Background: an optimization exercise with open tools, aiming at small area. Do not read the settings as production practice. Function was checked by simulation only, so behaviour that the tests miss may differ from the original. The flow treats the clock pin as an ideal source, which a real chip does not have. Power figures rest on the tool's default switching activity, not on a simulated workload.

==> design/flow/design.v <==
`timescale 1ns / 1ps
module task2 (clock, reset_neg, PS2_clock, PS2_data, finish_flag, neg_edge, overflow, bit_counter, output_data, output_data_2, Seven_Segment_display, Seven_Segment_display_1);
input clock, reset_neg, PS2_clock, PS2_data;
output logic finish_flag, neg_edge, overflow;
output logic [3:0] bit_counter;
output logic [6:0] Seven_Segment_display, Seven_Segment_display_1;
output logic [7:0] output_data, output_data_2;
logic filt;
logic [3:0] run;
logic run_inc;
assign run_inc = PS2_clock ^ filt ^ run[3];
always_ff @(posedge clock, negedge reset_neg)
if (!reset_neg) begin
  filt <= 1'b0;
  run <= 4'd0;
end else begin
  filt <= filt ^ run[3];
  run[0] <= run_inc & ~run[0];
  run[1] <= run_inc & (run[1] ^ run[0]);
  run[2] <= run_inc & (run[2] ^ (run[1] & run[0]));
  run[3] <= run_inc & run[2] & run[1] & run[0];
end
assign neg_edge = filt & run[3];
logic [3:0] cs;
logic idle;
assign idle = cs[3] & cs[2];
assign bit_counter = {cs[3] & ~cs[2], cs[2] & ~cs[3], cs[1:0]};
assign overflow = cs[3] & cs[1];
assign finish_flag = overflow;
always_ff @(posedge clock, negedge reset_neg)
if (!reset_neg)
  cs <= 4'b1100;
else if (overflow)
  cs <= 4'b1100;
else if (neg_edge)
  cs <= idle ? 4'd0 : cs + 4'd1;
logic [7:0] rx;
always_ff @(posedge clock)
if (neg_edge & ~cs[3])
  rx <= {PS2_data, rx[7:1]};
logic is_f0, is_5a, is_dig;
logic [3:0] dig;
assign is_f0 = rx == 8'hF0;
assign is_5a = rx == 8'h5A;
assign is_dig = (rx == 8'h45) | (rx == 8'h16) | (rx == 8'h1E) | (rx == 8'h26) | (rx == 8'h25) |
                (rx == 8'h2E) | (rx == 8'h36) | (rx == 8'h3D) | (rx == 8'h3E) | (rx == 8'h46);
assign dig[0] = (~rx[4] & rx[1]) | (rx[4] & rx[0]) | (~rx[5] & ~rx[3] & rx[1]);
assign dig[1] = (~rx[5] & rx[3]) | (rx[5] & ~rx[3] & rx[1]) | (rx[4] & rx[0]);
assign dig[2] = (rx[5] & rx[4] & ~rx[3]) | (~rx[4] & rx[3]) | (rx[5] & rx[0]);
assign dig[3] = (rx[6] & rx[1]) | (rx[5] & rx[4] & rx[3] & rx[1]);
localparam [2:0] ST_N = 3'd0;
localparam [2:0] ST_S1 = 3'd1;
localparam [2:0] ST_S2 = 3'd3;
localparam [2:0] ST_S3 = 3'd4;
localparam [2:0] ST_F2 = 3'd7;
localparam [2:0] ST_E2 = 3'd5;
localparam [2:0] ST_F1 = 3'd6;
localparam [2:0] ST_E1 = 3'd2;
logic [2:0] st;
logic pd;
logic [3:0] ds, dp;
logic [3:0] ones;
logic tens;
logic ev_f0, ev_dig, ev_5a;
assign ev_f0 = overflow & is_f0;
assign ev_dig = overflow & pd & is_dig;
assign ev_5a = overflow & pd & is_5a;
logic ld1, ld2, ldsum;
assign ld1 = ev_dig & ((st == ST_N) | (st == ST_F1));
assign ld2 = ev_dig & (st == ST_E1);
assign ldsum = st == ST_S2;
always_ff @(posedge clock, negedge reset_neg)
if (!reset_neg) begin
  st <= ST_N;
  pd <= 1'b0;
end else begin
  if (ev_f0)
    pd <= 1'b1;
  else if (ld1 | ld2 | (ev_5a & ((st == ST_F1) | (st == ST_F2))))
    pd <= 1'b0;
  case (st)
    ST_N:  if (ev_dig) st <= ST_F1;
    ST_F1: if (ev_5a) st <= ST_E1;
    ST_E1: if (ev_dig) st <= ST_F2;
    ST_F2: if (ev_5a) st <= ST_E2;
    ST_E2: st <= ST_S1;
    ST_S1: st <= ST_S2;
    ST_S2: st <= ST_S3;
    ST_S3: if (ev_f0) st <= ST_N;
  endcase
end
always_ff @(posedge clock)
if (ld1 | ld2)
  ds <= dig;
always_ff @(posedge clock)
if (ld2)
  dp <= ds;
logic [3:0] vs, vp;
assign vs = ds;
assign vp = dp;
logic [4:0] bsum;
logic s_c;
logic [3:0] s_ones;
assign bsum = vs + vp;
assign s_c = bsum[4] | (bsum[3] & (bsum[2] | bsum[1]));
assign s_ones = {(bsum[3] & ~s_c) | (bsum[4] & bsum[1]), bsum[2] ^ (s_c & ~bsum[1]), bsum[1] ^ s_c, bsum[0]};
always_ff @(posedge clock, negedge reset_neg)
if (!reset_neg) begin
  ones <= 4'd0;
  tens <= 1'b0;
end else if (ldsum) begin
  ones <= s_ones;
  tens <= s_c;
end
logic scanmode, showdig, showsum;
assign scanmode = (st == ST_F1) | (st == ST_E1) | (st == ST_F2) | (st == ST_E2) | (st == ST_S1);
assign showdig = (st == ST_F1) | (st == ST_E1) | (st == ST_F2) | (st == ST_E2);
assign showsum = (st == ST_S2) | (st == ST_S3);
logic [6:0] scan, seg;
logic [3:0] segv;
assign scan[0] = (~ds[3] & ~ds[1] & ~ds[0]) | (ds[2] & ds[1] & ds[0]);
assign scan[1] = ~((~ds[3] & ~ds[1] & ~ds[0]) | (ds[2] & ds[1] & ds[0]));
assign scan[2] = 1'b1;
assign scan[3] = (ds[3] & ~ds[0]) | (~ds[2] & ds[1] & ~ds[0]) | (ds[2] & ds[0]);
assign scan[4] = (~ds[3] & ~ds[2] & ~ds[1] & ds[0]) | (ds[3] & ~ds[0]) | (ds[1] & ~ds[0]) | (ds[2] & ds[1]);
assign scan[5] = (ds[1] & ds[0]) | (ds[3] & ~ds[0]) | (ds[2]);
assign scan[6] = (~ds[3] & ~ds[2] & ~ds[1] & ~ds[0]) | (ds[3] & ds[0]);
assign segv = showdig ? vs : (showsum ? ones : 4'd0);
assign output_data = scanmode ? {1'b0, scan} : {4'd0, ones};
assign output_data_2 = {1'b0, scanmode, 3'b000, scanmode, 1'b0, scanmode | tens};
assign Seven_Segment_display = seg;
assign Seven_Segment_display_1 = {1'b1, {3{showsum & tens}}, 2'b00, showsum & tens};
assign seg[0] = (~segv[3] & ~segv[2] & ~segv[1] & segv[0]) | (segv[2] & ~segv[1] & ~segv[0]);
assign seg[1] = (segv[2] & ~segv[1] & segv[0]) | (segv[2] & segv[1] & ~segv[0]);
assign seg[2] = (~segv[2] & segv[1] & ~segv[0]);
assign seg[3] = (~segv[3] & ~segv[2] & ~segv[1] & segv[0]) | (segv[2] & ~segv[1] & ~segv[0]) | (segv[2] & segv[1] & segv[0]);
assign seg[4] = (segv[0]) | (segv[2] & ~segv[1]);
assign seg[5] = (~segv[3] & ~segv[2] & segv[0]) | (~segv[2] & segv[1]) | (segv[1] & segv[0]);
assign seg[6] = (~segv[3] & ~segv[2] & ~segv[1]) | (segv[2] & segv[1] & segv[0]);
endmodule
==> design/flow/flow/run.sh <==
#!/bin/bash
# Layout flow.
#  1. the standard synthesis (kept as synth_standard.v for reference).
#  2. Our own synthesis of the same design (own_synth.tcl): the same front end
#     (flattened, no fsm/share passes, registers named after the wires they
#     drive), no adder extraction and an area-oriented ABC mapping. It is used
#     only if its registers (names and cell types) are exactly those of the
#     standard synthesis; otherwise the standard netlist's logic is re-mapped
#     for area with its flip-flops untouched (reopt.tcl).
#  3. the standard layout of that netlist, with port buffers made from
#     buf_1, tie cells shared between constant outputs, and a clock tree of
#     clkbuf_4 without dummy loads.
# Each tool writes its own log in this folder.
set -euo pipefail
here=$(pwd)
res=$here/orfs/results/$FLOW_PLATFORM/task2/base
lib=$FLOW_HOME/platforms/sky130hd/lib/sky130_fd_sc_hd__tt_025C_1v80.lib
yosys=$FLOW_HOME/../tools/install/yosys/bin/yosys
export BUFFER_PORTS_ARGS="-buffer_cell sky130_fd_sc_hd__buf_1"
export SKIP_REPAIR_TIE_FANOUT=1
export CTS_ARGS="-sink_clustering_enable -repair_clock_nets -dont_use_dummy_load -buf_list sky130_fd_sc_hd__clkbuf_8 -sink_clustering_size 34 -sink_clustering_max_diameter 1000 -sink_clustering_levels 1"

bash standard.sh $res/1_2_yosys.v > standard_synth.log 2>&1
cp $res/1_2_yosys.v $here/synth_standard.v

flops() { grep -E '^ *sky130_fd_sc_hd__[a-z0-9_]+ ' "$1" | awk '{print $2, $1}' | grep -E ' sky130_fd_sc_hd__(df|edf|sdf|dl)' | sort; }

OS_LIB=$lib OS_IN=$here/design.v OS_TOP=$FLOW_TOP OS_OUT=$here/synth_own.v OS_SCRIPT=$here/flow/area.abc \
  $yosys -c $here/flow/own_synth.tcl > own_synth.log 2>&1 || true
if [[ -s $here/synth_own.v ]] && [[ "$(flops $here/synth_own.v)" == "$(flops $here/synth_standard.v)" ]]; then
  echo "using own synthesis" > synth_choice.txt
  cp $here/synth_own.v $res/1_2_yosys.v
else
  echo "registers differ: re-mapping the standard netlist" > synth_choice.txt
  REOPT_LIB=$lib REOPT_IN=$here/synth_standard.v REOPT_OUT=$here/synth_reopt.v REOPT_TOP=$FLOW_TOP \
  REOPT_SCRIPT=$here/flow/area.abc $yosys -c $here/flow/reopt.tcl > reopt.log 2>&1
  cp $here/synth_reopt.v $res/1_2_yosys.v
fi
flops $res/1_2_yosys.v > registers_used.txt
flops $here/synth_standard.v > registers_standard.txt

bash standard.sh finish > standard_finish.log 2>&1
==> design/flow/flow/area.abc <==
strash
&get -n
&deepsyn -T 30
&put
amap
topo
==> design/flow/flow/own_synth.tcl <==
# Synthesis of the design for area: the same front end as the standard
# synthesis (flattened, no fsm/share passes, registers named after the wires
# they drive), no adder extraction, and an area-oriented ABC mapping.
yosys -import
set lib $::env(OS_LIB)
set dont_use {sky130_fd_sc_hd__fill_1 sky130_fd_sc_hd__fill_2 sky130_fd_sc_hd__fill_4 sky130_fd_sc_hd__fill_8 sky130_fd_sc_hd__lpflow_bleeder_1 sky130_fd_sc_hd__lpflow_clkbufkapwr_1 sky130_fd_sc_hd__lpflow_clkbufkapwr_16 sky130_fd_sc_hd__lpflow_clkbufkapwr_2 sky130_fd_sc_hd__lpflow_clkbufkapwr_4 sky130_fd_sc_hd__lpflow_clkbufkapwr_8 sky130_fd_sc_hd__lpflow_clkinvkapwr_1 sky130_fd_sc_hd__lpflow_clkinvkapwr_16 sky130_fd_sc_hd__lpflow_clkinvkapwr_2 sky130_fd_sc_hd__lpflow_clkinvkapwr_4 sky130_fd_sc_hd__lpflow_clkinvkapwr_8 sky130_fd_sc_hd__lpflow_decapkapwr_12 sky130_fd_sc_hd__lpflow_decapkapwr_3 sky130_fd_sc_hd__lpflow_decapkapwr_4 sky130_fd_sc_hd__lpflow_decapkapwr_6 sky130_fd_sc_hd__lpflow_decapkapwr_8 sky130_fd_sc_hd__lpflow_inputiso0n_1 sky130_fd_sc_hd__lpflow_inputiso0p_1 sky130_fd_sc_hd__lpflow_inputiso1n_1 sky130_fd_sc_hd__lpflow_inputiso1p_1 sky130_fd_sc_hd__lpflow_inputisolatch_1 sky130_fd_sc_hd__lpflow_isobufsrc_1 sky130_fd_sc_hd__lpflow_isobufsrc_16 sky130_fd_sc_hd__lpflow_isobufsrc_2 sky130_fd_sc_hd__lpflow_isobufsrc_4 sky130_fd_sc_hd__lpflow_isobufsrc_8 sky130_fd_sc_hd__lpflow_isobufsrckapwr_16 sky130_fd_sc_hd__lpflow_lsbuf_lh_hl_isowell_tap_1 sky130_fd_sc_hd__lpflow_lsbuf_lh_hl_isowell_tap_2 sky130_fd_sc_hd__lpflow_lsbuf_lh_hl_isowell_tap_4 sky130_fd_sc_hd__lpflow_lsbuf_lh_isowell_4 sky130_fd_sc_hd__lpflow_lsbuf_lh_isowell_tap_1 sky130_fd_sc_hd__lpflow_lsbuf_lh_isowell_tap_2 sky130_fd_sc_hd__lpflow_lsbuf_lh_isowell_tap_4 sky130_fd_sc_hd__probe_p_8 sky130_fd_sc_hd__probec_p_8 }
set du_args {}
foreach c $dont_use { lappend du_args -dont_use $c }
read_liberty -lib $lib
read_verilog -sv $::env(OS_IN)
synth -flatten -top $::env(OS_TOP) -nofsm -noshare
yosys rename -wire
opt -purge
dfflibmap -liberty $lib {*}$du_args
opt
setundef -zero
abc -liberty $lib {*}$du_args -script $::env(OS_SCRIPT)
splitnets
opt_clean -purge
hilomap -singleton -hicell sky130_fd_sc_hd__conb_1 HI -locell sky130_fd_sc_hd__conb_1 LO
insbuf -buf sky130_fd_sc_hd__buf_4 A X
# left out here: clean up, hide names made inside functions
tee -o $::env(OS_OUT).stat.txt stat -liberty $lib
check -assert -mapped
write_verilog -noattr -nohex -nodec $::env(OS_OUT)
==> design/flow/flow/reopt.tcl <==
# Re-map the combinational logic of the standard synthesis for area.
# Flip-flops are kept as they are (same instances, names and cell types).
yosys -import
set lib $::env(REOPT_LIB)
set dont_use {sky130_fd_sc_hd__fill_1 sky130_fd_sc_hd__fill_2 sky130_fd_sc_hd__fill_4 sky130_fd_sc_hd__fill_8 sky130_fd_sc_hd__lpflow_bleeder_1 sky130_fd_sc_hd__lpflow_clkbufkapwr_1 sky130_fd_sc_hd__lpflow_clkbufkapwr_16 sky130_fd_sc_hd__lpflow_clkbufkapwr_2 sky130_fd_sc_hd__lpflow_clkbufkapwr_4 sky130_fd_sc_hd__lpflow_clkbufkapwr_8 sky130_fd_sc_hd__lpflow_clkinvkapwr_1 sky130_fd_sc_hd__lpflow_clkinvkapwr_16 sky130_fd_sc_hd__lpflow_clkinvkapwr_2 sky130_fd_sc_hd__lpflow_clkinvkapwr_4 sky130_fd_sc_hd__lpflow_clkinvkapwr_8 sky130_fd_sc_hd__lpflow_decapkapwr_12 sky130_fd_sc_hd__lpflow_decapkapwr_3 sky130_fd_sc_hd__lpflow_decapkapwr_4 sky130_fd_sc_hd__lpflow_decapkapwr_6 sky130_fd_sc_hd__lpflow_decapkapwr_8 sky130_fd_sc_hd__lpflow_inputiso0n_1 sky130_fd_sc_hd__lpflow_inputiso0p_1 sky130_fd_sc_hd__lpflow_inputiso1n_1 sky130_fd_sc_hd__lpflow_inputiso1p_1 sky130_fd_sc_hd__lpflow_inputisolatch_1 sky130_fd_sc_hd__lpflow_isobufsrc_1 sky130_fd_sc_hd__lpflow_isobufsrc_16 sky130_fd_sc_hd__lpflow_isobufsrc_2 sky130_fd_sc_hd__lpflow_isobufsrc_4 sky130_fd_sc_hd__lpflow_isobufsrc_8 sky130_fd_sc_hd__lpflow_isobufsrckapwr_16 sky130_fd_sc_hd__lpflow_lsbuf_lh_hl_isowell_tap_1 sky130_fd_sc_hd__lpflow_lsbuf_lh_hl_isowell_tap_2 sky130_fd_sc_hd__lpflow_lsbuf_lh_hl_isowell_tap_4 sky130_fd_sc_hd__lpflow_lsbuf_lh_isowell_4 sky130_fd_sc_hd__lpflow_lsbuf_lh_isowell_tap_1 sky130_fd_sc_hd__lpflow_lsbuf_lh_isowell_tap_2 sky130_fd_sc_hd__lpflow_lsbuf_lh_isowell_tap_4 sky130_fd_sc_hd__probe_p_8 sky130_fd_sc_hd__probec_p_8 }
set du_args {}
foreach c $dont_use { lappend du_args -dont_use $c }
read_liberty -ignore_miss_func $lib
read_verilog $::env(REOPT_IN)
hierarchy -top $::env(REOPT_TOP)
setattr -mod -set keep_hierarchy 1 sky130_fd_sc_hd__df* sky130_fd_sc_hd__edf* sky130_fd_sc_hd__sdf* sky130_fd_sc_hd__conb*
flatten
delete {t:$scopeinfo}
opt_clean -purge
select -module $::env(REOPT_TOP)
tee -o $::env(REOPT_OUT).before_stat.txt stat -liberty $lib
select -clear
abc -liberty $lib {*}$du_args -script $::env(REOPT_SCRIPT)
opt_clean -purge
splitnets
opt_clean -purge
hilomap -singleton -hicell sky130_fd_sc_hd__conb_1 HI -locell sky130_fd_sc_hd__conb_1 LO
insbuf -buf sky130_fd_sc_hd__buf_4 A X
opt_clean -purge
select -module $::env(REOPT_TOP)
tee -o $::env(REOPT_OUT).after_stat.txt stat -liberty $lib
write_verilog -noattr -nohex -nodec -selected $::env(REOPT_OUT)
==> design/flow/standard.sh <==
#!/bin/bash
# synth_recipe.tcl (not shown) runs the flow's synth.tcl, then flattens the netlist and writes it again
# the make line also repeats each setting of config.mk as NAME=value (left out here)
make -C /OpenROAD-flow-scripts/flow DESIGN_CONFIG=/design/flow/config.mk WORK_HOME=/design/flow/orfs CLKGATE_MAP_FILE= SYNTH_SCRIPT=/design/flow/synth_recipe.tcl "${@:-finish}"
==> design/flow/config.mk <==
export PLATFORM = sky130hd
export DESIGN_NAME = task2
export DESIGN_NICKNAME = task2
export VERILOG_FILES = /design/flow/design.v
export SDC_FILE = /design/flow/constraint.sdc
export NUM_CORES = 4
export LEC_CHECK = 0
export CAP_MARGIN = 20
export CORE_MARGIN = 2
export CORE_UTILIZATION = 40
export SLEW_MARGIN = 20
==> design/flow/constraint.sdc <==
create_clock -name core_clock -period 10.0 [get_ports {clock}]
set_input_delay 2.0000 -clock core_clock [delete_from_list [all_inputs] [get_ports {clock}]]
set_output_delay 2.0000 -clock core_clock [all_outputs]
set_load 0.01 [all_outputs]
==> flow_metrics.env, run 1 <==
export IMPL_outcome="timing/DRC/antenna clean"
export IMPL_cts_tree="yes"
export IMPL_synthCells=213
export IMPL_cellLeakagePower_nw=0.710
export IMPL_fin_area_um2=1970
export IMPL_clock_skew_ps=22.3
export IMPL_port_buffers=31
export IMPL_critical_path_class="flop to primary output"
export IMPL_final_common_cell="nor2_1"
export IMPL_irDropWorstVdd_mv=0.0837
export IMPL_critPathBufInv=6
export IMPL_tightest_slew_ps=959
export IMPL_grt_busiest_layer="met2"
export IMPL_drt_iter0_markers=58
export IMPL_cts_sink_count=34
export IMPL_syn_to_final_growth_pct=6.64
export IMPL_drt_total_wl_um=3230
export IMPL_drt_first_pass_iters=4
export IMPL_drc=0
export IMPL_placementRows=24
export IMPL_met2_usage_pct=22.1
export IMPL_critical_path_max_stage_delay_ps=480
export IMPL_die_area_um2=5180
export IMPL_cp_max_fo=10
export IMPL_grtUsageTotal_pct=13.4
export IMPL_yosysWarnings=1
export IMPL_min_delay_path_depth=1
export IMPL_slew_headroom_pct=35.4
export IMPL_syn_cell_area_um2=1850
export IMPL_grt_pass1_vias=1275
export IMPL_avgSynthCellArea_um2=8.67
export IMPL_start_util_pct=41.8
export IMPL_post_route_cells_drive_above_1_share_pct=3.02
export IMPL_r2r_cells=8
export IMPL_crit_path_end_kind="primary output"
export IMPL_min_from="run[0]$_DFF_PN0_"
export IMPL_cp_data_arrival_time_ps=3930
export IMPL_antenna_found_initial=0
export IMPL_placed_area_um2=1900
export IMPL_grt_pass1_wl_um=5400
export IMPL_p_per_area_nw_per_um2=125
export IMPL_rsz0062_at_grt="false"
export IMPL_finalCriticalPeriod_ps=5930
export IMPL_via_count=1479
export IMPL_clock_latency_ps=280
export IMPL_fin_nets=238
export IMPL_h_tree_depth=2
export IMPL_timing_final_crit_share_pct=59.3
export IMPL_clk_pin_slew_ps=70
export IMPL_core_area_um2=4410
export IMPL_avgRoutedWirePerCell_um=11.4
export IMPL_critPathTopFamily="compound AO/OA/AOI/OAI gates"
export IMPL_finalHoldViolations=0
export IMPL_cts_buffers_inserted=5
export IMPL_r2r_start="cs[3]$_DFFE_PN1P_"
export IMPL_drv_slew=0
export IMPL_clk_path_buf_depth=2
export IMPL_gp_congestion=0.824
export IMPL_worstHoldEndpoint="run[0]$_DFF_PN0_"
export IMPL_met1_usage_pct=16.7
export IMPL_maxCapViolations=0
export IMPL_r2r_end="ds[1]$_DFFE_PP_"
export IMPL_die_y_um=71.9
export IMPL_gr_total_overflow=0
export IMPL_tns_ps=0
export IMPL_worstHoldPathType="flop to flop"
export IMPL_antennaDiodeCount=0
export IMPL_grt_max_degree=19
export IMPL_finalSetupViolCount=0
export IMPL_cp_slowest_cell="clkinv_1"
export IMPL_io_pins=41
export IMPL_viasPerCell=5.21
export IMPL_ant_nets=0
export IMPL_path_common_cell="clkinv_1"
export IMPL_post_cts_resized=0
export IMPL_layout_common_cells="nor2_1 (36), clkinv_1 (33), buf_1 (31)"
export IMPL_max_clock_freq_mhz=169
export IMPL_place_detailed_hpwl_um=2530
export IMPL_cts_root_buffer="clkbuf_8"
export IMPL_hold_buffers=0
export IMPL_cp_cell_sequence="clkinv_1 -> nor2_1 -> clkinv_1 -> nor2_1 -> clkinv_1 -> o21ai_0 -> clkinv_1 -> o22ai_1 -> clkinv_1 -> o21ai_0 -> o21a_1 -> o21ai_0 -> o21ai_0 -> buf_1"
export IMPL_ff2ff_setup_slack_ps=7340
export IMPL_fillCellCount=456
export IMPL_use_met3_pct=3.89
export IMPL_die_w_um=71.9
export IMPL_required_ps=8000
export IMPL_cp_start_kind="flop"
export IMPL_cts_setup_buffers=0
[sequential cells by signal, summed over array words and instances, names as in the netlist]
signal and count:
dp 4, rx 8, pd 1, filt 1, cs 4, tens 1
ones 4, run 4, st 3, ds 4
[how the worst max path moves through the flow]
stage                                           to  slack (ps)               from  depth (start not counted)
after floorplan           Seven_Segment_display[5]        4850  st[1]$_DFFE_PN0P_                         13
after global placement    Seven_Segment_display[5]        4560  st[1]$_DFFE_PN0P_                         14
after detailed placement  Seven_Segment_display[5]        4390  st[1]$_DFFE_PN0P_                         14
after CTS                 Seven_Segment_display[5]        4090  st[1]$_DFFE_PN0P_                         14
after global routing      Seven_Segment_display[5]        3620  st[1]$_DFFE_PN0P_                         14
final                     Seven_Segment_display[5]        4070  st[1]$_DFFE_PN0P_                         14
[area by class of cell]
cell class                      count  area (um^2)  area share, %
Tap cell                           52         65.1           3.30
Sequential cell                    34          933           47.4
Inverter                           33          124           6.29
Clock buffer                        5         68.8           3.49
Timing Repair Buffer               31          116           5.91
Multi-Input combinational cell    129          662           33.6
[through the flow]
stage               setup slack (ps)  power, mW  hold WS [ps]  util, %  cells
floorplan                       4850      0.163           420        -    213
global placement                4560      0.163           437     43.1    279
detailed placement              4390      0.163           442     43.1    279
CTS                             4090      0.250           451     44.6    284
global route                    3620      0.258           472     44.6    284
finish                          4070      0.247           446     44.6    284
[worst register-to-register path: stages, from the launching register on]
cell and delay (ps):
dfstp_2 570, clkinv_1 120, nor2_1 280, nand2_1 110
a311o_1 280, nor3_1 380, nor2_1 60, o21ai_0 220
and3_1 320
[routing by layer]
metal	share of wire, %	vias to the layer above
li1	-	761
met1	47	679
met2	47	37
met3	5.0	2
met4	0.65	0
met5	0	-
[report_power, final]
part,switching (mW),internal (mW)
sequential,0.00200,0.149
clock,0.0413,0.0447
combinational,0.00681,0.00249
==> run 2, diff against run 1 <==
--- a/design/flow/flow/run.sh
+++ b/design/flow/flow/run.sh
@@ -20,3 +20,3 @@
 export SKIP_REPAIR_TIE_FANOUT=1
-export CTS_ARGS="-sink_clustering_enable -repair_clock_nets -dont_use_dummy_load -buf_list sky130_fd_sc_hd__clkbuf_8 -sink_clustering_size 34 -sink_clustering_max_diameter 1000 -sink_clustering_levels 1"
+export CTS_ARGS="-sink_clustering_enable -repair_clock_nets -dont_use_dummy_load -buf_list sky130_fd_sc_hd__clkbuf_4"
 
==> flow_metrics.env, run 2 <==
export IMPL_outcome="timing/DRC/antenna clean"
export IMPL_drt_first_pass_iters=4
export IMPL_die_area_um2=5180
export IMPL_avgRoutedWirePerCell_um=11.5
export IMPL_core_area_um2=4410
export IMPL_path_common_cell="clkinv_1"
export IMPL_die_w_um=71.9
export IMPL_hold_buffers=0
export IMPL_tightest_slew_ps=958
export IMPL_cts_setup_buffers=0
export IMPL_syn_cell_area_um2=1850
export IMPL_drc=0
export IMPL_critical_path_max_stage_delay_ps=470
export IMPL_synthCells=213
export IMPL_ff2ff_setup_slack_ps=7340
export IMPL_r2r_end="ds[3]$_DFFE_PP_"
export IMPL_worstHoldEndpoint="run[0]$_DFF_PN0_"
export IMPL_gp_congestion=0.824
export IMPL_cts_buffers_inserted=5
export IMPL_grt_max_degree=19
export IMPL_placed_area_um2=1900
export IMPL_antennaDiodeCount=0
export IMPL_syn_to_final_growth_pct=4.95
export IMPL_avgSynthCellArea_um2=8.67
export IMPL_largest_reg_flops=8
export IMPL_via_count=1484
export IMPL_io_pins=41
export IMPL_clk_path_buf_depth=2
export IMPL_antenna_found_initial=0
export IMPL_slew_headroom_pct=35.5
export IMPL_min_delay_path_depth=1
export IMPL_r2r_cells=8
export IMPL_cellLeakagePower_nw=0.697
export IMPL_cp_start_kind="flop"
export IMPL_irDropWorstVdd_mv=0.0848
export IMPL_viasPerCell=5.23
export IMPL_drt_total_wl_um=3270
export IMPL_rsz0062_at_grt="false"
export IMPL_post_route_cells_drive_above_1_share_pct=3.02
export IMPL_cp_data_arrival_time_ps=4000
export IMPL_finalSetupViolCount=0
export IMPL_worstHoldPathType="flop to flop"
export IMPL_finalHoldViolations=0
export IMPL_drt_iter0_markers=81
export IMPL_placementRows=24
export IMPL_cts_tree="yes"
export IMPL_largest_register="rx"
export IMPL_cp_cell_sequence="clkinv_1 -> nor2_1 -> clkinv_1 -> nor2_1 -> clkinv_1 -> o21ai_0 -> clkinv_1 -> o22ai_1 -> clkinv_1 -> o21ai_0 -> o21a_1 -> o21ai_0 -> o21ai_0 -> buf_1"
export IMPL_start_util_pct=41.8
export IMPL_fin_nets=238
export IMPL_max_clock_freq_mhz=167
export IMPL_r2r_start="cs[3]$_DFFE_PN1P_"
export IMPL_cts_root_buffer="clkbuf_4"
export IMPL_tns_ps=0
export IMPL_gr_total_overflow=0
export IMPL_min_from="run[0]$_DFF_PN0_"
export IMPL_h_tree_depth=2
export IMPL_grt_pass1_wl_um=5430
export IMPL_dpl_worst_slack_ps=4390
export IMPL_fin_area_um2=1940
export IMPL_die_y_um=71.9
export IMPL_fin_total_pwr_uw=223
export IMPL_grt_pass1_vias=1274
export IMPL_final_common_cell="nor2_1"
export IMPL_grtUsageTotal_pct=13.5
export IMPL_cp_max_fo=10
export IMPL_fillCellCount=456
export IMPL_critical_path_class="flop to primary output"
export IMPL_clk_pin_slew_ps=110
export IMPL_fin_ws_ps=4000
export IMPL_drv_slew=0
export IMPL_layout_common_cells="nor2_1 (36), clkinv_1 (33), buf_1 (31)"
export IMPL_crit_path_end_kind="primary output"
export IMPL_maxCapViolations=0
export IMPL_required_ps=8000
export IMPL_port_buffers=31
export IMPL_cts_sink_count=34
export IMPL_finalCriticalPeriod_ps=6000
export IMPL_p_per_area_nw_per_um2=115
export IMPL_cp_slowest_cell="clkinv_1"
export IMPL_post_cts_resized=0
export IMPL_clock_skew_ps=30.0
export IMPL_clock_latency_ps=330
export IMPL_timing_final_crit_share_pct=60.0
export IMPL_ant_nets=0
export IMPL_yosysWarnings=1
export IMPL_utilization_pct=43.9
export IMPL_place_detailed_hpwl_um=2530
-- run 2: cell count changes in the layout (fill, tap and decap cells not counted) --
cell,delta
clkbuf_4,+5
clkbuf_8,-5
-- run 2: cell type report --
type / instances / area [um^2] / share of cell area (%)
Inverter: 33 / 124 / 6.39
Timing Repair Buffer: 31 / 116 / 6.00
Multi-Input combinational cell: 129 / 662 / 34.2
Sequential cell: 34 / 933 / 48.2
Tap cell: 52 / 65.1 / 3.36
Clock buffer: 5 / 37.5 / 1.94
-- run 2: per-layer routing --
layer  wire, um  part of all wire, %  vias up  global-route usage [%]
met5          0                    0        -                       0
met4         51                  1.6        0                    6.08
met3        160                  4.9        6                    3.89
met2       1520                   47       35                    21.9
met1       1530                   47      677                    16.9
li1           -                    -      766                       -
-- run 2: report_power, final --
| part | internal, mW | switching, mW | total, mW |
|---|---|---|---|
| clock network | 0.0235 | 0.0389 | 0.0624 |
| registers | 0.149 | 0.00203 | 0.151 |
| logic | 0.00248 | 0.00676 | 0.00924 |
-- run 2: critical path: cells and delay by family, from the launching register on --
family | cells | cell delay [ps]
AOI/OAI and AO/OA | 6 | 1490
buffers and inverters | 6 | 1260
DFF | 1 | 420
and+or+nand+nor | 2 | 500
-- run 2: worst max-delay path by stage --
| stage | cells past startpoint | start | to |
|---|---|---|---|
| after global placement | 14 | st[1]$_DFFE_PN0P_ | Seven_Segment_display[5] |
| final | 14 | st[1]$_DFFE_PN0P_ | Seven_Segment_display[5] |
| after CTS | 14 | st[1]$_DFFE_PN0P_ | Seven_Segment_display[5] |
| after detailed placement | 14 | st[1]$_DFFE_PN0P_ | Seven_Segment_display[5] |
| after floorplan | 13 | st[1]$_DFFE_PN0P_ | Seven_Segment_display[5] |
| after global routing | 14 | st[1]$_DFFE_PN0P_ | Seven_Segment_display[5] |
-- run 2: per-stage QoR --
step / cells / hold WS, ps
6_report: 284 / 451
2_1_floorplan: 213 / 420
3_5_place_dp: 279 / 442
5_1_grt: 284 / 477
3_3_place_gp: 279 / 437
4_1_cts: 284 / 455
==> run 3, diff against run 2 <==
--- a/design/flow/flow/run.sh
+++ b/design/flow/flow/run.sh
@@ -10,3 +10,3 @@
 #  3. the standard layout of that netlist, with port buffers made from
-#     buf_1, tie cells shared between constant outputs, and a clock tree of
+#     buf_1, and a clock tree of
 #     clkbuf_4 without dummy loads.
@@ -19,3 +19,2 @@
 export BUFFER_PORTS_ARGS="-buffer_cell sky130_fd_sc_hd__buf_1"
-export SKIP_REPAIR_TIE_FANOUT=1
 export CTS_ARGS="-sink_clustering_enable -repair_clock_nets -dont_use_dummy_load -buf_list sky130_fd_sc_hd__clkbuf_4"
==> flow_metrics.env, run 3 <==
export IMPL_antenna_found_initial=0
export IMPL_fillCellCount=437
export IMPL_avgSynthCellArea_um2=8.67
export IMPL_p_per_area_nw_per_um2=112
export IMPL_die_w_um=71.9
export IMPL_place_detailed_hpwl_um=2590
export IMPL_cp_data_arrival_time_ps=4020
export IMPL_h_tree_depth=2
export IMPL_io_pins=41
export IMPL_syn_to_final_growth_pct=6.37
export IMPL_required_ps=8000
export IMPL_cellLeakagePower_nw=0.720
export IMPL_fin_area_um2=1960
export IMPL_outcome="timing/DRC/antenna clean"
export IMPL_post_route_cells_drive_above_1_share_pct=2.93
export IMPL_clock_skew_ps=38.3
export IMPL_fin_nets=245
export IMPL_viasPerCell=5.01
export IMPL_tightest_slew_ps=958
export IMPL_die_y_um=71.9
export IMPL_yosysWarnings=1
export IMPL_slew_headroom_pct=35.5
export IMPL_hold_buffers=0
export IMPL_drt_total_wl_um=3310
export IMPL_rsz0062_at_grt="false"
export IMPL_clock_latency_ps=330
export IMPL_irDropWorstVdd_mv=0.0790
export IMPL_placed_area_um2=1930
export IMPL_place_inst=286
export IMPL_fin_cells=291
export IMPL_finalCriticalPeriod_ps=6020
export IMPL_max_clock_freq_mhz=166
export IMPL_worstHoldPathType="flop to flop"
export IMPL_cts_root_buffer="clkbuf_4"
export IMPL_gp_congestion=0.832
export IMPL_drt_first_pass_iters=4
export IMPL_avgRoutedWirePerCell_um=11.4
export IMPL_port_buffers=31
export IMPL_drt_iter0_markers=69
export IMPL_post_cts_resized=0
export IMPL_timing_final_crit_share_pct=60.2
export IMPL_met2_usage_pct=21.8
export IMPL_start_util_pct=41.8
export IMPL_whs_ps=462
export IMPL_cp_start_kind="flop"
export IMPL_clk_pin_slew_ps=110
export IMPL_maxCapViolations=0
export IMPL_crit_path_end_kind="primary output"
export IMPL_die_area_um2=5180
export IMPL_met1_usage_pct=16.8
export IMPL_largest_reg_flops=8
export IMPL_cts_sink_count=34
export IMPL_grtUsageTotal_pct=13.5
export IMPL_final_common_cell="nor2_1"
export IMPL_drc=0
export IMPL_finalSetupViolCount=0
export IMPL_use_met3_pct=3.75
export IMPL_antennaDiodeCount=0
export IMPL_tns_ps=0
export IMPL_synthCells=213
export IMPL_largest_register="rx"
export IMPL_via_count=1458
export IMPL_layout_common_cells="nor2_1 (36), clkinv_1 (33), buf_1 (31)"
export IMPL_placementRows=24
export IMPL_cts_setup_buffers=0
export IMPL_grt_pass1_vias=1285
export IMPL_cts_buffers_inserted=5
export IMPL_drv_slew=0
export IMPL_gr_total_overflow=0
export IMPL_core_area_um2=4410
export IMPL_ant_nets=0
export IMPL_finalHoldViolations=0
export IMPL_clk_path_buf_depth=2
export IMPL_grt_max_degree=19
export IMPL_grt_pass1_wl_um=5480
export IMPL_syn_cell_area_um2=1850
export IMPL_cts_tree="yes"
export IMPL_critical_path_class="flop to primary output"
export IMPL_cp_max_fo=10
export IMPL_grt_busiest_layer="met2"
run 3: routing by layer:
layer / part of all wire, % / vias up
met4: 1.6 / 0
met5: 0 / -
li1: - / 762
met3: 5.8 / 7
met2: 45 / 44
met1: 47 / 645
run 3: worst max-delay path, stage by stage (launching register included):
cell      delay [ps]
dfrtp_1          430
clkinv_1         110
nor2_1           160
clkinv_1         110
nor2_1           340
clkinv_1         230
o21ai_0          410
clkinv_1         470
o22ai_1          360
clkinv_1         170
o21ai_0          240
o21a_1           180
o21ai_0          120
o21ai_0          180
buf_1            160
run 3: worst paths after layout:
kind	to	depth (start not counted)	slack [ps]	from
setup / recovery	Seven_Segment_display[5]	14	3980	st[1]$_DFFE_PN0P_
hold / removal	run[0]$_DFF_PN0_	1	460	run[0]$_DFF_PN0_
setup reg to reg	ds[2]$_DFFE_PP_	8	7360	cs[3]$_DFFE_PN1P_
hold reg to reg	run[0]$_DFF_PN0_	1	460	run[0]$_DFF_PN0_
max in group asynchronous	pd$_DFFE_PN0P_	1	7660	reset_neg
min in group asynchronous	st[2]$_DFFE_PN0P_	1	1760	reset_neg
run 3: per-stage QoR:
stage	power, mW	util [%]	worst slack, ps
6_report	0.221	44.5	3980
5_1_grt	0.233	44.5	3450
4_1_cts	0.224	44.5	4020
3_5_place_dp	0.163	43.7	4400
3_3_place_gp	0.163	43.7	4560
2_1_floorplan	0.163	-	4850
run 3: power by group:
group | total (mW) | internal [mW] | switching, mW | leakage [nW]
sequential | 0.151 | 0.149 | 0.00190 | 0.383
combinational | 0.00934 | 0.00249 | 0.00685 | 0.313
clock | 0.0604 | 0.0234 | 0.0370 | 0.0230
total | 0.221 | 0.175 | 0.0457 | 0.720
run 3: layout make-up:
type | instances | area, um^2 | area share [%]
clock buffer | 5 | 37.5 | 1.91
timing repair buffer | 31 | 116 | 5.92
tap | 52 | 65.1 | 3.31
inverter | 33 | 124 | 6.31
sequential | 34 | 933 | 47.5
multi-input combinational | 136 | 688 | 35.0
==> run 4, diff against run 3 <==
--- a/design/flow/flow/run.sh
+++ b/design/flow/flow/run.sh
@@ -10,4 +10,4 @@
 #  3. the standard layout of that netlist, with port buffers made from
-#     buf_1, and a clock tree of
-#     clkbuf_4 without dummy loads.
+#     buf_1, tie cells shared between constant outputs, and the clock
+#     driven to all registers by one clkbuf_16.
 # Each tool writes its own log in this folder.
@@ -19,3 +19,7 @@
 export BUFFER_PORTS_ARGS="-buffer_cell sky130_fd_sc_hd__buf_1"
-export CTS_ARGS="-sink_clustering_enable -repair_clock_nets -dont_use_dummy_load -buf_list sky130_fd_sc_hd__clkbuf_4"
+export SKIP_REPAIR_TIE_FANOUT=1
+# The clock tree is one clkbuf_16 at the centre of the registers, inserted by
+# flow/pre_cts.tcl; CTS then finds no net left to buffer.
+export PRE_CTS_TCL=$(pwd)/flow/pre_cts.tcl
+export CTS_ARGS="-clk_nets clock -dont_use_dummy_load -buf_list sky130_fd_sc_hd__clkbuf_4"
 
==> design/flow/flow/pre_cts.tcl (new file) <==
# Drive all register clock pins from one clock buffer placed at their centre.
set block [ord::get_db_block]
set clk_net [$block findNet clock]
set sinks {}
set xs 0; set ys 0
foreach it [$clk_net getITerms] {
  lappend sinks $it
  set bb [[$it getInst] getBBox]
  set xs [expr {$xs + ([$bb xMin] + [$bb xMax]) / 2}]
  set ys [expr {$ys + ([$bb yMin] + [$bb yMax]) / 2}]
}
set n [llength $sinks]
puts "clock sinks: $n"
set master [[ord::get_db] findMaster sky130_fd_sc_hd__clkbuf_16]
set inst [odb::dbInst_create $block $master clkroot_buf]
set net [odb::dbNet_create $block clkroot_net]
$net setSigType CLOCK
foreach it $sinks { $it disconnect; $it connect $net }
[$inst findITerm A] connect $clk_net
[$inst findITerm X] connect $net
$inst setLocation [expr {$xs / $n}] [expr {$ys / $n}]
$inst setPlacementStatus PLACED
==> flow_metrics.env, run 4 <==
export IMPL_ant_nets=0
export IMPL_layout_common_cells="nor2_1 (36), clkinv_1 (33), buf_1 (31)"
export IMPL_tns_ps=0
export IMPL_crit_path_end_kind="primary output"
export IMPL_drt_first_pass_iters=4
export IMPL_drv_slew=0
export IMPL_timing_final_crit_share_pct=58.3
export IMPL_syn_cell_area_um2=1850
export IMPL_viasPerCell=5.19
export IMPL_via_count=1454
export IMPL_cp_slowest_cell="clkinv_1"
export IMPL_clock_latency_ps=170
export IMPL_die_area_um2=5180
export IMPL_post_route_cells_drive_above_1_share_pct=1.32
export IMPL_clk_pin_slew_ps=110
export IMPL_synthCells=213
export IMPL_fin_total_pwr_uw=210
export IMPL_path_common_cell="clkinv_1"
export IMPL_cp_start_kind="flop"
export IMPL_finalHoldViolations=0
export IMPL_grtUsageTotal_pct=12.2
export IMPL_gr_total_overflow=0
export IMPL_maxCapViolations=0
export IMPL_crit_end="Seven_Segment_display[5]"
export IMPL_drt_total_wl_um=3140
export IMPL_met1Wirelength_um=1470
export IMPL_outcome="timing/DRC/antenna clean"
export IMPL_critical_path_class="flop to primary output"
export IMPL_io_pins=41
export IMPL_r2r_start="cs[3]$_DFFE_PN1P_"
export IMPL_core_area_um2=4410
export IMPL_highest_layer="met4"
export IMPL_irDropWorstVdd_mv=0.0737
export IMPL_p_per_area_nw_per_um2=109
export IMPL_start_util_pct=41.8
export IMPL_syn_to_final_growth_pct=4.27
export IMPL_antennaDiodeCount=0
export IMPL_post_cts_resized=0
export IMPL_r2r_end="ds[0]$_DFFE_PP_"
export IMPL_drt_iter0_markers=62
export IMPL_grt_pass1_wl_um=5320
export IMPL_critical_path_max_stage_delay_ps=470
export IMPL_avgRoutedWirePerCell_um=11.2
export IMPL_required_ps=8000
export IMPL_largest_reg_flops=8
export IMPL_finalSetupViolCount=0
export IMPL_gp_congestion=0.824
export IMPL_ff2ff_setup_slack_ps=7360
export IMPL_clock_skew_ps=7.16
export IMPL_cp_max_fo=10
export IMPL_tightest_slew_ps=929
export IMPL_max_clock_freq_mhz=172
export IMPL_cp_cell_sequence="clkinv_1 -> nor2_1 -> clkinv_1 -> nor2_1 -> clkinv_1 -> o21ai_0 -> clkinv_1 -> o22ai_1 -> clkinv_1 -> o21ai_0 -> o21a_1 -> o21ai_0 -> o21ai_0 -> buf_1"
export IMPL_port_buffers=31
export IMPL_final_common_cell="nor2_1"
export IMPL_place_detailed_hpwl_um=2530
export IMPL_worstHoldPathType="flop to flop"
export IMPL_avgSynthCellArea_um2=8.67
export IMPL_die_y_um=71.9
export IMPL_cts_setup_buffers=0
export IMPL_whs_ps=452
export IMPL_r2r_cells=8
export IMPL_cellLeakagePower_nw=0.686
export IMPL_cp_data_arrival_time_ps=3830
export IMPL_fin_nets=234
export IMPL_finalCriticalPeriod_ps=5830
export IMPL_dr_wl_met3_um=130
export IMPL_grt_pass1_vias=1257
export IMPL_antenna_found_initial=0
export IMPL_grt_max_degree=35
export IMPL_drc=0
export IMPL_slew_headroom_pct=37.4
export IMPL_rsz0062_at_grt="false"
export IMPL_yosysWarnings=1
export IMPL_largest_register="rx"
export IMPL_setup_worst_path_start="st[1]$_DFFE_PN0P_"
export IMPL_die_w_um=71.9
export IMPL_placementRows=24
export IMPL_route_met2_wl_um=1520
export IMPL_hold_buffers=0
==> run 4: metal layers <==
metal	global-route usage, %	vias to the layer above
li1	-	755
met1	16.6	661
met2	22.4	36
met3	0.694	2
met4	0.839	0
met5	0	-
==> run 4: per-stage QoR <==
step / cells / utilization, % / instance area, um^2 / setup slack, ps
2_1_floorplan: 213 / - / 1850 / 4850
3_3_place_gp: 279 / 43.1 / 1900 / 4560
3_5_place_dp: 279 / 43.1 / 1900 / 4390
4_1_cts: 280 / 43.6 / 1930 / 4400
5_1_grt: 280 / 43.6 / 1930 / 3710
6_report: 280 / 43.6 / 1930 / 4170
==> run 4: layout make-up <==
cell class,instances,area [um^2]
Fill cell,460,2490
Tap cell,52,65.1
Multi-Input combinational cell,129,662
Timing Repair Buffer,31,116
Inverter,33,124
Sequential cell,34,933
Buffer,1,25.0
==> run 4: worst max-delay path, delay by kind of cell, from the launching register on <==
kind,cells,cell delay [ps]
DFF,1,420
buffers and inverters,6,1260
AOI/OAI and AO/OA,6,1480
and+or+nand+nor,2,500
==> run 4: how the worst min path moves through the flow <==
| stage | startpoint | end | slack, ps | cells after the start |
|---|---|---|---|---|
| after CTS | run[0]$_DFF_PN0_ | run[0]$_DFF_PN0_ | 440 | 1 |
| final | run[0]$_DFF_PN0_ | run[0]$_DFF_PN0_ | 450 | 1 |
| after global placement | run[0]$_DFF_PN0_ | run[0]$_DFF_PN0_ | 440 | 1 |
| after floorplan | run[0]$_DFF_PN0_ | run[0]$_DFF_PN0_ | 420 | 1 |
| after global routing | run[0]$_DFF_PN0_ | run[0]$_DFF_PN0_ | 480 | 1 |
| after detailed placement | run[0]$_DFF_PN0_ | run[0]$_DFF_PN0_ | 440 | 1 |
==> run 4: power by group <==
part           total [mW]  internal (mW)  switching, mW
clock              0.0499         0.0187         0.0312
sequential          0.151          0.149        0.00197
combinational     0.00920        0.00248        0.00672
==> run 5, diff against run 4 <==
--- a/design/flow/design.v
+++ b/design/flow/design.v
@@ -46,14 +46,11 @@
                 (rx == 8'h2E) | (rx == 8'h36) | (rx == 8'h3D) | (rx == 8'h3E) | (rx == 8'h46);
-assign dig[0] = (~rx[4] & rx[1]) | (rx[4] & rx[0]) | (~rx[5] & ~rx[3] & rx[1]);
-assign dig[1] = (~rx[5] & rx[3]) | (rx[5] & ~rx[3] & rx[1]) | (rx[4] & rx[0]);
-assign dig[2] = (rx[5] & rx[4] & ~rx[3]) | (~rx[4] & rx[3]) | (rx[5] & rx[0]);
-assign dig[3] = (rx[6] & rx[1]) | (rx[5] & rx[4] & rx[3] & rx[1]);
+assign dig = {rx[5], rx[4], rx[3], rx[0]};
 localparam [2:0] ST_N = 3'd0;
 localparam [2:0] ST_S1 = 3'd1;
-localparam [2:0] ST_S2 = 3'd3;
+localparam [2:0] ST_S2 = 3'd2;
 localparam [2:0] ST_S3 = 3'd4;
-localparam [2:0] ST_F2 = 3'd7;
+localparam [2:0] ST_F2 = 3'd3;
 localparam [2:0] ST_E2 = 3'd5;
 localparam [2:0] ST_F1 = 3'd6;
-localparam [2:0] ST_E1 = 3'd2;
+localparam [2:0] ST_E1 = 3'd7;
 logic [2:0] st;
@@ -96,6 +93,9 @@
 if (ld2)
-  dp <= ds;
+  dp <= vs;
 logic [3:0] vs, vp;
-assign vs = ds;
-assign vp = dp;
+assign vs[0] = (~ds[2] & ~ds[0]) | (ds[2] & ds[0]) | (~ds[3] & ~ds[1] & ~ds[0]);
+assign vs[1] = (ds[3] & ~ds[1] & ~ds[0]) | (~ds[3] & ds[1]) | (ds[2] & ds[0]);
+assign vs[2] = (ds[3] & ds[0]) | (~ds[2] & ds[1]) | (ds[3] & ds[2] & ~ds[1]);
+assign vs[3] = (~ds[3] & ~ds[2] & ~ds[0]) | (ds[3] & ds[2] & ds[1] & ~ds[0]);
+assign vp = dp;   
 logic [4:0] bsum;
@@ -120,9 +120,9 @@
 logic [3:0] segv;
-assign scan[0] = (~ds[3] & ~ds[1] & ~ds[0]) | (ds[2] & ds[1] & ds[0]);
-assign scan[1] = ~((~ds[3] & ~ds[1] & ~ds[0]) | (ds[2] & ds[1] & ds[0]));
+assign scan[0] = (ds[0]);
+assign scan[1] = (~ds[0]);
 assign scan[2] = 1'b1;
-assign scan[3] = (ds[3] & ~ds[0]) | (~ds[2] & ds[1] & ~ds[0]) | (ds[2] & ds[0]);
-assign scan[4] = (~ds[3] & ~ds[2] & ~ds[1] & ds[0]) | (ds[3] & ~ds[0]) | (ds[1] & ~ds[0]) | (ds[2] & ds[1]);
-assign scan[5] = (ds[1] & ds[0]) | (ds[3] & ~ds[0]) | (ds[2]);
-assign scan[6] = (~ds[3] & ~ds[2] & ~ds[1] & ~ds[0]) | (ds[3] & ds[0]);
+assign scan[3] = (ds[1]);
+assign scan[4] = (ds[2]);
+assign scan[5] = (ds[3]);
+assign scan[6] = (~ds[3] & ~ds[2]);
 assign segv = showdig ? vs : (showsum ? ones : 4'd0);
==> flow_metrics.env, run 5 <==
export IMPL_hold_buffers=0
export IMPL_min_delay_path_depth=1
export IMPL_io_pins=41
export IMPL_drt_total_wl_um=3270
export IMPL_r2r_end="ones[2]$_DFFE_PN0P_"
export IMPL_worstHoldEndpoint="run[0]$_DFF_PN0_"
export IMPL_viasPerCell=5.12
export IMPL_avgRoutedWirePerCell_um=12.1
export IMPL_cp_slowest_cell="nor2_1"
export IMPL_placed_area_um2=1860
export IMPL_layout_common_cells="nor2_1 (32), buf_1 (30), clkinv_1 (24)"
export IMPL_ant_nets=0
export IMPL_gp_congestion=0.883
export IMPL_critPathBufInv=3
export IMPL_finalSetupViolCount=0
export IMPL_critical_path_max_stage_delay_ps=580
export IMPL_r2r_cells=12
export IMPL_r2r_start="ds[2]$_DFFE_PP_"
export IMPL_utilization_pct=43.4
export IMPL_final_common_cell="nor2_1"
export IMPL_die_area_um2=5080
export IMPL_die_y_um=71.3
export IMPL_fin_nets=225
export IMPL_required_ps=8000
export IMPL_grt_pass1_vias=1252
export IMPL_cp_start_kind="flop"
export IMPL_drv_slew=0
export IMPL_outcome="timing/DRC/antenna clean"
export IMPL_finalHoldViolations=0
export IMPL_start_util_pct=41.6
export IMPL_critical_path_class="flop to primary output"
export IMPL_rsz0062_at_grt="false"
export IMPL_fin_total_pwr_uw=236
export IMPL_tns_ps=0
export IMPL_timing_final_crit_share_pct=53.3
export IMPL_cp_cell_sequence="nand2_1 -> clkinv_1 -> nor2_1 -> clkinv_1 -> or2_0 -> o21ai_0 -> or2_0 -> o32ai_1 -> o21bai_1 -> nor2b_1 -> nor2b_1 -> buf_1"
export IMPL_largest_register="rx"
export IMPL_syn_to_final_growth_pct=4.42
export IMPL_worstHoldPathType="flop to flop"
export IMPL_tightest_slew_ps=760
export IMPL_grtUsageTotal_pct=13.0
export IMPL_largest_reg_flops=8
export IMPL_clock_skew_ps=6.94
export IMPL_place_detailed_hpwl_um=2590
export IMPL_post_cts_resized=0
export IMPL_critPathTopFamily="simple AND/OR/NAND/NOR gates"
export IMPL_slew_headroom_pct=49.1
export IMPL_cellLeakagePower_nw=0.702
export IMPL_drt_first_pass_iters=4
export IMPL_yosysWarnings=1
export IMPL_antenna_found_initial=0
export IMPL_cts_setup_buffers=0
export IMPL_clock_latency_ps=180
export IMPL_via_count=1387
export IMPL_grt_pass1_wl_um=5570
export IMPL_p_per_area_nw_per_um2=125
export IMPL_max_clock_freq_mhz=188
export IMPL_drt_iter0_markers=50
export IMPL_irDropWorstVdd_mv=0.0811
export IMPL_crit_path_end_kind="primary output"
export IMPL_ff2ff_setup_slack_ps=7140
export IMPL_finalCriticalPeriod_ps=5330
export IMPL_min_from="run[0]$_DFF_PN0_"
export IMPL_fin_area_um2=1890
export IMPL_avgSynthCellArea_um2=8.87
export IMPL_placementRows=24
export IMPL_cp_max_fo=13
export IMPL_synthCells=204
export IMPL_clk_pin_slew_ps=120
export IMPL_port_buffers=31
export IMPL_antennaDiodeCount=0
export IMPL_core_area_um2=4350
export IMPL_gr_total_overflow=0
export IMPL_grt_max_degree=35
export IMPL_die_w_um=71.3
export IMPL_syn_cell_area_um2=1810
export IMPL_cp_data_arrival_time_ps=3330
export IMPL_maxCapViolations=0
export IMPL_fillCellCount=454
export IMPL_post_route_cells_drive_above_1_share_pct=1.83
export IMPL_drc=0
==> run 5: worst max path at each step <==
stage / cells past startpoint / endpoint / slack [ps] / from
after global placement: 12 / Seven_Segment_display[0] / 5070 / st[2]$_DFFE_PN0P_
after floorplan: 11 / Seven_Segment_display[0] / 5160 / st[2]$_DFFE_PN0P_
after CTS: 12 / Seven_Segment_display[0] / 4910 / st[2]$_DFFE_PN0P_
after detailed placement: 12 / Seven_Segment_display[0] / 4910 / st[2]$_DFFE_PN0P_
after global routing: 12 / Seven_Segment_display[0] / 4280 / st[2]$_DFFE_PN0P_
final: 12 / Seven_Segment_display[0] / 4670 / st[2]$_DFFE_PN0P_
==> run 5: through the flow <==
| step | std cells | setup WS [ps] | hold WS [ps] |
|---|---|---|---|
| 2_1_floorplan | 204 | 5160 | 420 |
| 3_3_place_gp | 270 | 5070 | 440 |
| 3_5_place_dp | 270 | 4910 | 438 |
| 4_1_cts | 271 | 4910 | 438 |
| 5_1_grt | 271 | 4280 | 481 |
| 6_report | 271 | 4670 | 454 |
==> run 5: layout make-up <==
type	instances	area, um^2	area share, %
Sequential cell	34	933	49.4
Multi-Input combinational cell	129	659	34.9
Timing Repair Buffer	31	118	6.22
Inverter	24	90.1	4.77
Tap cell	52	65.1	3.44
Buffer	1	25.0	1.32
==> run 5: per-layer routing <==
layer	GRT usage (%)	vias up	share of wire, %
met5	0	-	0
met4	1.68	0	1.1
met3	0.703	4	4.9
met2	22.0	38	43
met1	19.0	631	51
li1	-	714	-
==> run 5: worst reg2reg max path: cells and delay by family (launching register included) <==
kind | cells | cell delay, ps
AOI/OAI and AO/OA | 8 | 1710
and+or+nand+nor | 3 | 420
DFF | 1 | 460
buffers and inverters | 1 | 160
==> run 5: power breakdown <==
| group | internal [mW] | switching (mW) | leakage (nW) |
|---|---|---|---|
| sequential | 0.156 | 0.00587 | 0.380 |
| combinational | 0.00757 | 0.0152 | 0.310 |
| clock | 0.0188 | 0.0327 | 0.0123 |
| total | 0.183 | 0.0538 | 0.702 |

-- afterwards: timing with drivers on the ports --
Ports are ideal in the flow. The routed layouts listed here were re-timed in OpenROAD.
Step 1 assumes that a clkbuf_16 drives the clock port and a buf_2 every other input.
Step 2 also shifts input and output timing later by t, the mid clock arrival at the registers, as if the neighbouring blocks saw the same clock.
a / b / c = no drivers / after step 1 / after step 2; a / b = the first two.
run | t (ns) | slack for setup (ns) | worst setup path after step 2 | cell pins on the clock port's net
run 1 | 0.295 | 4.066 / 4.041 / 4.336 | register to output | 1
run 2 | 0.342 | 3.996 / 3.972 / 4.314 | register to output | 1
run 3 | 0.336 | 3.981 / 3.959 / 4.295 | register to output | 1
run 4 | 0.199 | 4.170 / 4.141 / 4.340 | register to output | 1
run 5 | 0.201 | 4.672 / 4.644 / 4.845 | register to output | 1
After both steps every run listed still meets setup and hold.
